Context: an optimization exercise on an open-source flow, tuned for small area, a short achievable clock period and few clock cycles per item. The choices shown serve that exercise and are no tape-out recipe. Function was checked by simulation only, so behaviour that the tests miss may differ from the original.

JK:
## hyperbolic_exp_cordic
module hyperbolic_exp_cordic (
    input rstn,
    input clk,
    input signed [NUM_W - 1:0] z0,
    input in_valid,
    output in_ready,
    output reg signed [NUM_W - 1:0] w,
    output reg out_valid,
    input out_ready
);
    localparam NUM_W = 16;
    wire adv = !out_valid || out_ready;
    assign in_ready = adv;
    reg v0;
    reg [15:0] z_0;
    reg [3:0] dc_0;   
    wire [14:0] s0_u = z0[14:0] ^ {15{z0[15]}};
    wire s0_e1 = (s0_u < 15'd9000);
    wire s0_e2 = (s0_e1 ? (s0_u < 15'd4815) : (s0_u < 15'd13185));
    wire s0_e3 = (s0_e1 ? (s0_e2 ? (s0_u < 15'd2756) : (s0_u < 15'd6874)) : (s0_e2 ? (s0_u < 15'd11126) : (s0_u < 15'd15244)));
    wire s0_e4 = (s0_e1 ? (s0_e2 ? (s0_e3 ? (s0_u < 15'd1731) : (s0_u < 15'd3781)) : (s0_e3 ? (s0_u < 15'd5849) : (s0_u < 15'd7899))) : (s0_e2 ? (s0_e3 ? (s0_u < 15'd10101) : (s0_u < 15'd12151)) : (s0_e3 ? (s0_u < 15'd14219) : (s0_u < 15'd16269))));
    always @(posedge clk) if (!rstn) v0 <= 1'b0; else if (adv) v0 <= in_valid;
    always @(posedge clk) if (adv) begin z_0 <= z0; dc_0 <= {s0_e4, s0_e3, s0_e2, s0_e1} ^ {4{z0[15]}}; end
    reg v1;
    reg [4:0] d_1;    
    reg [8:0] y_1;    
    reg ok_1, sg_1;
    wire [15:0] s1_c = (dc_0[3] ? (dc_0[2] ? (dc_0[1] ? (dc_0[0] ? (z_0[15] ? 16'd18318 : 16'd318) : (z_0[15] ? 16'd9948 : 16'd57484)) : (dc_0[0] ? (z_0[15] ? 16'd14200 : 16'd61736) : (z_0[15] ? 16'd5830 : 16'd53366))) : (dc_0[1] ? (dc_0[0] ? (z_0[15] ? 16'd16268 : 16'd63804) : (z_0[15] ? 16'd7898 : 16'd55434)) : (dc_0[0] ? (z_0[15] ? 16'd12150 : 16'd59686) : (z_0[15] ? 16'd3780 : 16'd51316)))) : (dc_0[2] ? (dc_0[1] ? (dc_0[0] ? (z_0[15] ? 16'd16268 : 16'd63804) : (z_0[15] ? 16'd7898 : 16'd55434)) : (dc_0[0] ? (z_0[15] ? 16'd12150 : 16'd59686) : (z_0[15] ? 16'd3780 : 16'd51316))) : (dc_0[1] ? (dc_0[0] ? (z_0[15] ? 16'd14218 : 16'd61754) : (z_0[15] ? 16'd5848 : 16'd53384)) : (dc_0[0] ? (z_0[15] ? 16'd10100 : 16'd57636) : (z_0[15] ? 16'd1730 : 16'd49266)))));
    wire [15:0] s1_y = z_0 + s1_c;
    wire s1_ok = ~|s1_y[15:11];
    always @(posedge clk) if (!rstn) v1 <= 1'b0; else if (adv) v1 <= v0;
    always @(posedge clk) if (adv) begin
        d_1 <= {dc_0, z_0[15]};
        y_1 <= s1_y[9:1];
        ok_1 <= s1_ok;
  ...
For scale: roughly 250 flip-flops, ~38 I/O pins.
clock: 5.5 ns
lec_check: 0
abc_area: 1
cap_margin: 20
core_margin: 2
core_utilization: 40
cts_cluster_diameter: 100
cts_cluster_size: 30
setup_slack_margin: 2.5
slew_margin: 20
standard.sh (not shown) runs the stock make flow with config.mk's settings and CLKGATE_MAP_FILE= SYNTH_SCRIPT=/design/flow/synth_recipe.tcl, a recipe that flattens the netlist after the stock synthesis.
==> flow/flow/run.sh <==
#!/bin/bash
# Standard layout, except that every port gets a sky130_fd_sc_hd__buf_2 as its
# buffer instead of the default delay buffer.
set -euo pipefail
bash standard.sh "BUFFER_PORTS_ARGS=-buffer_cell sky130_fd_sc_hd__buf_2" finish > standard.log 2>&1
Testbench counts of JK, summed over its fixed seeds: cycles 1,120, items 1,024.
#### Input delta (MS over JK)
- CORE_UTILIZATION: 40 -> 50
==> flow/run.sh (new file) <==
#!/bin/bash
# synth_recipe.tcl (not shown) runs the flow's synth.tcl, then flattens the netlist and writes it again
# the make line also repeats each setting of config.mk as NAME=value (left out here)
make -C /OpenROAD-flow-scripts/flow DESIGN_CONFIG=/design/flow/config.mk WORK_HOME=/design/flow/orfs CLKGATE_MAP_FILE= SYNTH_SCRIPT=/design/flow/synth_recipe.tcl finish
removed: flow/flow/run.sh
removed: flow/standard.sh
Notes after the runs:
Sort MS and JK by area after detailed placement asc -> top: JK. In the metrics for MS and JK, the one carrying the lower fraction of the cycle the final worst path needs is JK. Global-route met1 utilization, MS and JK: larger value in MS. Area growth from synthesis to layout: lower on JK.
For AL, these inputs were changed with respect to MS:
- SETUP_SLACK_MARGIN changed from 2.5 to 2.6
- CORE_UTILIZATION changed from 50 to 40
[summary]
Between MS and AL, the critical path depth in cells is lower for AL. Going from MS to AL, the tap cell instance count was found to have gone up by 98. Between AL and MS, it is AL whose post-route minimum period is lower, by 150 ps. Full die area deteriorates in AL relative to MS. Status: clock insertion delay at the later pin of the skew report parity (MS, AL).
Modified inputs, TR compared to AL
- SETUP_SLACK_MARGIN: 2.6 -> 2.5
- CTS_CLUSTER_DIAMETER: 100 -> unset
- ABC_AREA: 1 -> unset
- CTS_CLUSTER_SIZE: 30 -> unset
==> comparison <==
- AL has a lower mean instance size in the synthesized netlist than TR.
- Changes observed in TR relative to AL: largest net degree at the start of global routing now sits higher; global routing usage summed across all routing layers now sits higher; number of cells on the worst hold path now sits at about the same level.
- Looking at wire length, TR sits above AL.
- When TR is measured against AL, its final critical-path setup slack turns out 580 ps lower.
- Relative to AL, final period utilization increased by 11 points in TR.
- As of TR, first-pass GRT wire length had risen by more than 10% compared to AL.
Inputs modified between TR and PW:
- changing SETUP_SLACK_MARGIN from 2.5 to 2.2
- setting ABC_AREA to 1 for the first time
[summary]
Looking at data-path buffer share of cell area in the final layout, PW sits 4.6 points below TR. PW against TR: signal arrival time at the worst endpoint decreased 1610 ps; well-tap cell count decreased about 8%. Final worst hold slack, PW and TR: smaller value in TR. PW against TR: CTS buffer count moved down; clock skew went down; first-pass GRT wire length fell by 10%; area added between synthesis and finish shows a reduction of 12 points. In PW, the setup fix buffers added after clock tree synthesis came out 92 below the value in TR. PW — horizontal die dimension about 2.3% lower, TR as reference. In the tables for PW and TR, final period demand of the worst path reads higher with TR.

-- re-timing with driven ports --
The flow's constraints put no driver on any port. The routed layouts listed below were extracted and timed again, unchanged, in two steps.
Step 1 assumes that a clkbuf_16 drives the clock port and a buf_2 every other input.
Step 2, shift: input delay + t, output delay - t, t = (earliest + latest rising clock arrival at the registers) / 2. This alone moves slack from input paths to output paths.
a / b / c = ideal ports / drivers / drivers and shift; a / b = the first two.
run	t, ns	setup WS [ns]	hold slack, ns	worst data-port slew with drivers (ns)	pins driven straight from the clock port
JK	0.544	2.562 / 2.540 / 2.235	0.399 / 0.399 / 0.399	0.05	1
MS	0.535	2.507 / 2.507 / 2.231	0.412 / 0.412 / 0.412	0.04	1
AL	0.544	2.655 / 2.638 / 2.201	0.423 / 0.423 / 0.423	0.04	1
TR	0.631	2.076 / 2.076 / 1.731	0.391 / 0.391 / 0.391	0.04	1
PW	0.593	2.270 / 2.248 / 1.839	0.418 / 0.418 / 0.418	0.03	1
After both steps every run listed still meets setup and hold. For AL, which loses most, drivers alone change the setup slack by -0.017 ns; drivers and shift together by -0.454 ns.
